Source: an optimization exercise on an open RTL-to-GDS flow (aim: small area). Production flows keep margins and buffers that such runs may drop.
Only simulation tests tie the RTL to the original design; equivalence was not proved.
The flow treats the clock pin as an ideal source, which a real chip does not have.

## run M
==> flow/design.v <==
`timescale 1ns / 1ps
module pushButton(input logic clk, pb,
                  output logic pb_out);
logic Q1,Q2,Q2_bar;
always @ (posedge clk) 
begin
       Q1 <= pb ;
       Q2 <= Q1;
end
assign Q2_bar = ~Q2;
assign pb_out = Q1 & Q2_bar;
endmodule
module mainMemory(input logic clk, reset, we, ren,
                  input logic [3:0] wAddr,
                  input logic [3:0] rAddr,
                  input logic [7:0] data,
                  output logic [7:0] out);
    logic [7:0] RAM [16];
    genvar k;
    generate
        for (k = 0; k < 16; k = k + 1) begin : word
            always_ff @(posedge clk)
                if (reset || (we && wAddr == k))
                    RAM[k] <= reset ? 8'(k) : data;
        end
    endgenerate
    logic [15:0] sel;
    always_comb
        for (int j = 0; j < 16; j = j + 1)
            sel[j] = ren && rAddr == j;
    genvar b;
    generate
        for (b = 0; b < 8; b = b + 1) begin : rbit
            logic [5:0] y;
            for (k = 0; k < 5; k = k + 1) begin : g
                aoi222 u(.a1(sel[3*k]), .a2(RAM[3*k][b]),
                         .b1(sel[3*k+1]), .b2(RAM[3*k+1][b]),
                         .c1(sel[3*k+2]), .c2(RAM[3*k+2][b]), .y(y[k]));
            end
            assign y[5] = ~(sel[15] & RAM[15][b]);
            assign out[b] = ~&y;
        end
    endgenerate
endmodule
module aoi222(input logic a1, a2, b1, b2, c1, c2, output logic y);
    assign y = ~((a1 & a2) | (b1 & b2) | (c1 & c2));
endmodule
module sevSeg(input logic clk, reset,
              input logic [1:0] mode,  
              input logic [7:0] data,
              input logic [3:0] addr,
              output logic a, b, c, d, e, f, g, dp,
              output logic [3:0] an);
    logic [3:0] count;
    always_ff @(posedge clk, posedge reset)
        if (reset)
            count <= 4'b0;
        else
            count <= count + 1;
    logic [1:0] dig;
    assign dig = count[3:2];
    logic [3:0] hv;
    assign hv = dig[1] ? ((mode == 2'b00) ? addr : 4'd12)
                       : (dig[0] ? data[7:4] : data[3:0]);
    logic [6:0] hex;
    always_comb
        case (hv)
            4'd0:  hex = 7'b0000001;
            4'd1:  hex = 7'b1001111;
            4'd2:  hex = 7'b0010010;
            4'd3:  hex = 7'b0000110;
            4'd4:  hex = 7'b1001100;
            4'd5:  hex = 7'b0100100;
            4'd6:  hex = 7'b0100000;
            4'd7:  hex = 7'b0001111;
            4'd8:  hex = 7'b0000000;
            4'd9:  hex = 7'b0000100;
            4'd10: hex = 7'b0001000;
            4'd11: hex = 7'b1100000;
            4'd12: hex = 7'b0110001;
            4'd13: hex = 7'b1000010;
            4'd14: hex = 7'b0110000;
            default: hex = 7'b0111000;
        endcase
    wire special = (mode == 2'b11) | (dig == 2'b10) | (dig[1] & mode == 2'b10);
    wire eq      = (mode == 2'b01) & (dig == 2'b10);
    wire blank   = (mode == 2'b10) & dig[1];
    logic [6:0] seg;
    assign seg = special ? {3'b111, ~eq, 2'b11, blank} : hex;
    assign {a, b, c, d, e, f, g} = seg;
    assign dp = 1'b1;
    assign an = {~(dig == 2'b11), ~(dig == 2'b10), ~(dig == 2'b01), ~(dig == 2'b00)};
endmodule
module hlsm(input logic clk, reset,
            input logic next, prev, compute, counter, enter,
            input logic [3:0] addr,
            input logic [7:0] rd,           
            output logic [3:0] rAddr,       
            output logic ren,               
            output logic [3:0] dAddr,       
            output logic we,
            output logic [1:0] mode,
            output logic [7:0] out);        
    localparam logic [2:0] INIT = 3'd0, WAIT = 3'd1, ENT = 3'd2, CLR = 3'd3,
                           SUM = 3'd4, DSUM = 3'd5, DCNT = 3'd6;
    logic [2:0] state, nextstate;
    logic [4:0] c;           
    logic [7:0] n;           
    logic done;              
    logic [3:0] addrReg, addr_q;
    wire inSum  = (state == SUM);
    wire dsum   = (state == DSUM);
    wire dcnt   = (state == DCNT);
    wire endDsp = c[4] & c[3] & c[2] & c[1];    
    always_comb begin
        nextstate = state;
        case (state)
            INIT: nextstate = WAIT;
            WAIT: if (compute) nextstate = CLR;
                  else if (enter) nextstate = ENT;
                  else if (counter) nextstate = DCNT;
            ENT:  nextstate = WAIT;
            CLR:  nextstate = SUM;
            SUM:  if (c[4]) nextstate = DSUM;
            DSUM, DCNT: if (endDsp) nextstate = WAIT;
            default: nextstate = INIT;
        endcase
    end
    wire cen = (inSum & ~c[4]) | dsum | dcnt;
    logic [4:0] cinc;
    always_comb begin
        cinc[0] = ~c[0];
        cinc[1] = c[1] ^ c[0];
        cinc[2] = c[2] ^ (c[1] & c[0]);
        cinc[3] = c[3] ^ (c[2] & c[1] & c[0]);
        cinc[4] = c[4] ^ (c[3] & c[2] & c[1] & c[0]);
    end
    always_ff @(posedge clk, posedge reset)
        if (reset) begin
            state <= INIT;
            done <= 0;
        end else begin
            state <= nextstate;
            if (inSum & c[4]) done <= 1'b1;
        end
    always_ff @(posedge clk)
        c <= cen ? cinc : 5'd0;
    logic [7:0] s;
    logic [8:0] cy;
    always_comb begin
        cy[0] = 1'b0;
        for (int i = 0; i < 8; i = i + 1) begin
            s[i] = n[i] ^ rd[i] ^ cy[i];
            cy[i+1] = (n[i] & rd[i]) | (n[i] & cy[i]) | (rd[i] & cy[i]);
        end
    end
    always_ff @(posedge clk)
        if (state == CLR)
            n <= 8'hFF;
        else if (inSum & ~c[4])
            n <= s;
    always_ff @(posedge clk)
        addr_q <= addr;
    always_ff @(posedge clk, posedge reset)
        if (reset)
            addrReg <= 0;
        else if (next)
            addrReg <= addrReg + 1;
        else if (prev)
            addrReg <= addrReg - 1;
        else if (addr_q != addr)
            addrReg <= addr;
    always_comb
        case (state)
            WAIT, ENT, CLR: mode = 2'b00;
            DSUM: mode = 2'b01;
            DCNT: mode = 2'b10;
            default: mode = 2'b11;
        endcase
    assign we = (state == ENT);
    assign ren = ~(dsum | dcnt);
    assign rAddr = inSum ? c[3:0] : addrReg;
    assign dAddr = addrReg;
    assign out = rd | ({8{dsum}} & ~n) | {3'b000, dcnt & done, 4'b0000};
endmodule
module topModule(input logic clk, reset,
                 input logic [3:0] wAddr,  
                 input logic [7:0] data,  
                 input logic next, prev, compute, counter, enter,  
                 output logic a, b, c, d, e, f, g, dp,  
                 output logic [3:0] an,  
                 output logic [7:0] lData,
                 output logic [3:0] lAddr,
                 output logic lReset
    );
logic nextB, prevB, computeB, counterB, enterB;
logic we, ren;
logic [3:0] rAddr, dAddr;
logic [1:0] mode;
logic [7:0] rd, dataSSeg;
pushButton n(clk, next, nextB);
pushButton p(clk, prev, prevB);
pushButton cmp(clk, compute, computeB);
pushButton cnt(clk, counter, counterB);
pushButton ent(clk, enter, enterB);
hlsm HighLevelSM(.clk, .reset, .next(nextB), .prev(prevB), .compute(computeB),
                 .counter(counterB), .enter(enterB), .addr(wAddr), .rd,
                 .rAddr, .ren, .dAddr, .we, .mode, .out(dataSSeg));
mainMemory memory(.clk, .reset, .we, .ren, .wAddr, .rAddr, .data, .out(rd));
sevSeg sevenSegment(clk, reset, mode, dataSSeg, dAddr, a, b, c, d, e, f, g, dp, an);
assign lData = data;
assign lAddr = wAddr;
assign lReset = reset;
endmodule
Settings: LEC_CHECK=0, CAP_MARGIN=20, CORE_MARGIN=2, CORE_UTILIZATION=70, GPL_TIMING_DRIVEN=0, SLEW_MARGIN=20; clock period 10.0 ns.
standard.sh (not shown) runs the stock make flow with config.mk's settings and CLKGATE_MAP_FILE= SYNTH_SCRIPT=/design/flow/synth_recipe.tcl, a recipe that flattens the netlist after the stock synthesis.
==> flow/flow/run.sh <==
#!/bin/bash
# Layout flow: the standard flow (standard.sh) with these changes:
#  - ABC maps the logic with an area-only script (no buffering or upsizing;
#    the placer's repair steps size and buffer what timing needs);
#  - only full adders are extracted as adder cells (no half adders);
#  - pass-through wires and ports are buffered with the smallest buffer cell;
#  - clock tree synthesis inserts no dummy loads;
#  - synthesis buffers are removed before placement, as with timing-driven placement;
#  - leaf clock buffers with few flip-flops are downsized after CTS (post_cts.tcl);
#  - the and-or-invert cells of the memory read port (module aoi222) are
#    kept as modules through synthesis, so ABC maps each to one cell.
# The synthesis is otherwise the standard flow's own (synth_recipe.tcl, ORFS synth.tcl).
set -euo pipefail
here=$PWD
sed "s#source \$::env(SCRIPTS_DIR)/synth.tcl#source $here/area_synth.tcl#" synth_recipe.tcl > area_synth_recipe.tcl
sed -e "s#^  log_cmd abc {\*}\$abc_args#  set abc_args [lreplace \$abc_args 1 1 $here/flow/abc_area.script]\n  log_cmd abc {*}\$abc_args#" \
    -e "s#^  extract_fa {\*}\[dont_use_extract_fa_args\]#  extract_fa -fa#" \
    "$FLOW_HOME/scripts/synth.tcl" > area_synth.tcl
grep -q "area_synth.tcl" area_synth_recipe.tcl
grep -q "abc_area.script" area_synth.tcl
grep -q "extract_fa -fa" area_synth.tcl
bash standard.sh SYNTH_SCRIPT=$here/area_synth_recipe.tcl \
    SYNTH_HIERARCHICAL=1 SYNTH_MINIMUM_KEEP_SIZE=100000 SYNTH_KEEP_MODULES=aoi222 \
    "MIN_BUF_CELL_AND_PORTS=sky130_fd_sc_hd__buf_1 A X" \
    "BUFFER_PORTS_ARGS=-buffer_cell sky130_fd_sc_hd__buf_1" \
    "CTS_ARGS=-sink_clustering_enable -repair_clock_nets -dont_use_dummy_load -buf_list sky130_fd_sc_hd__clkbuf_8" \
    "PRE_GLOBAL_PLACE_TCL=$here/flow/pre_global_place.tcl" \
    "POST_CTS_TCL=$here/flow/post_cts.tcl" \
    finish > flow_make.log 2>&1
Other scripts of this flow, unchanged in this note and not shown: flow/flow/abc_area.script, flow/flow/post_cts.tcl, flow/flow/pre_global_place.tcl
Run M ran to completion and came out clean on the timing, design-rule and antenna checks.
[inputs] run C vs run M
--- a/flow/design.v
+++ b/flow/design.v
@@ -139,11 +139,11 @@
         if (reset) begin
             state <= INIT;
+            c <= 0;
             done <= 0;
         end else begin
             state <= nextstate;
+            c <= cen ? cinc : 5'd0;
             if (inSum & c[4]) done <= 1'b1;
         end
-    always_ff @(posedge clk)
-        c <= cen ? cinc : 5'd0;
     logic [7:0] s;
     logic [8:0] cy;
Notes after the runs:
The effective utilization at floorplan of run C is higher than that of run M.
Delta (run C minus run M): non-clock buffer count up about 2.3%; global routing met3 resource utilization up 1.3 points; final cell count up 10; flip-flop and latch area up 0.53%.
For the count of multi-input combinational gates, run C came in about 2.6% higher than run M did.
Compared with run M, in run C HPWL reported at the end of detailed placement went up, synthesized cell area went up.
Fmax of run C exceeds that of run M by a few percent.
Relative to run M, final-layout fill cell count decreased by about 7% in run C.
Diff run M -> run C | final RePlAce weighted congestion | down slightly
Design area ended up 54 sq um higher on run C than on run M.
Number of buffers and inverters on the critical path (lower): run C

[port drivers added, routing unchanged]
The flow's constraints put no driver on any port. The routed layouts listed below were extracted and timed again, unchanged, in two steps.
Step 1, drivers: a clkbuf_16 drives clk and a buf_2 each remaining input, both assumed.
Step 2 moves the port delays by t, midway between the first and last clock arrival at a register: inputs arrive t later, outputs are due t later. That takes back most of the time a late clock gives input paths.
Slacks: ideal ports / drivers / drivers and shift; pairs: ideal ports / drivers.
run	t (ns)	slack for setup (ns)	cell pins on the clock port's net
run M	0.447	1.928 / 1.895 / 2.342	1
run C	0.459	2.377 / 2.342 / 2.800	1
After both steps every run listed still meets setup and hold.
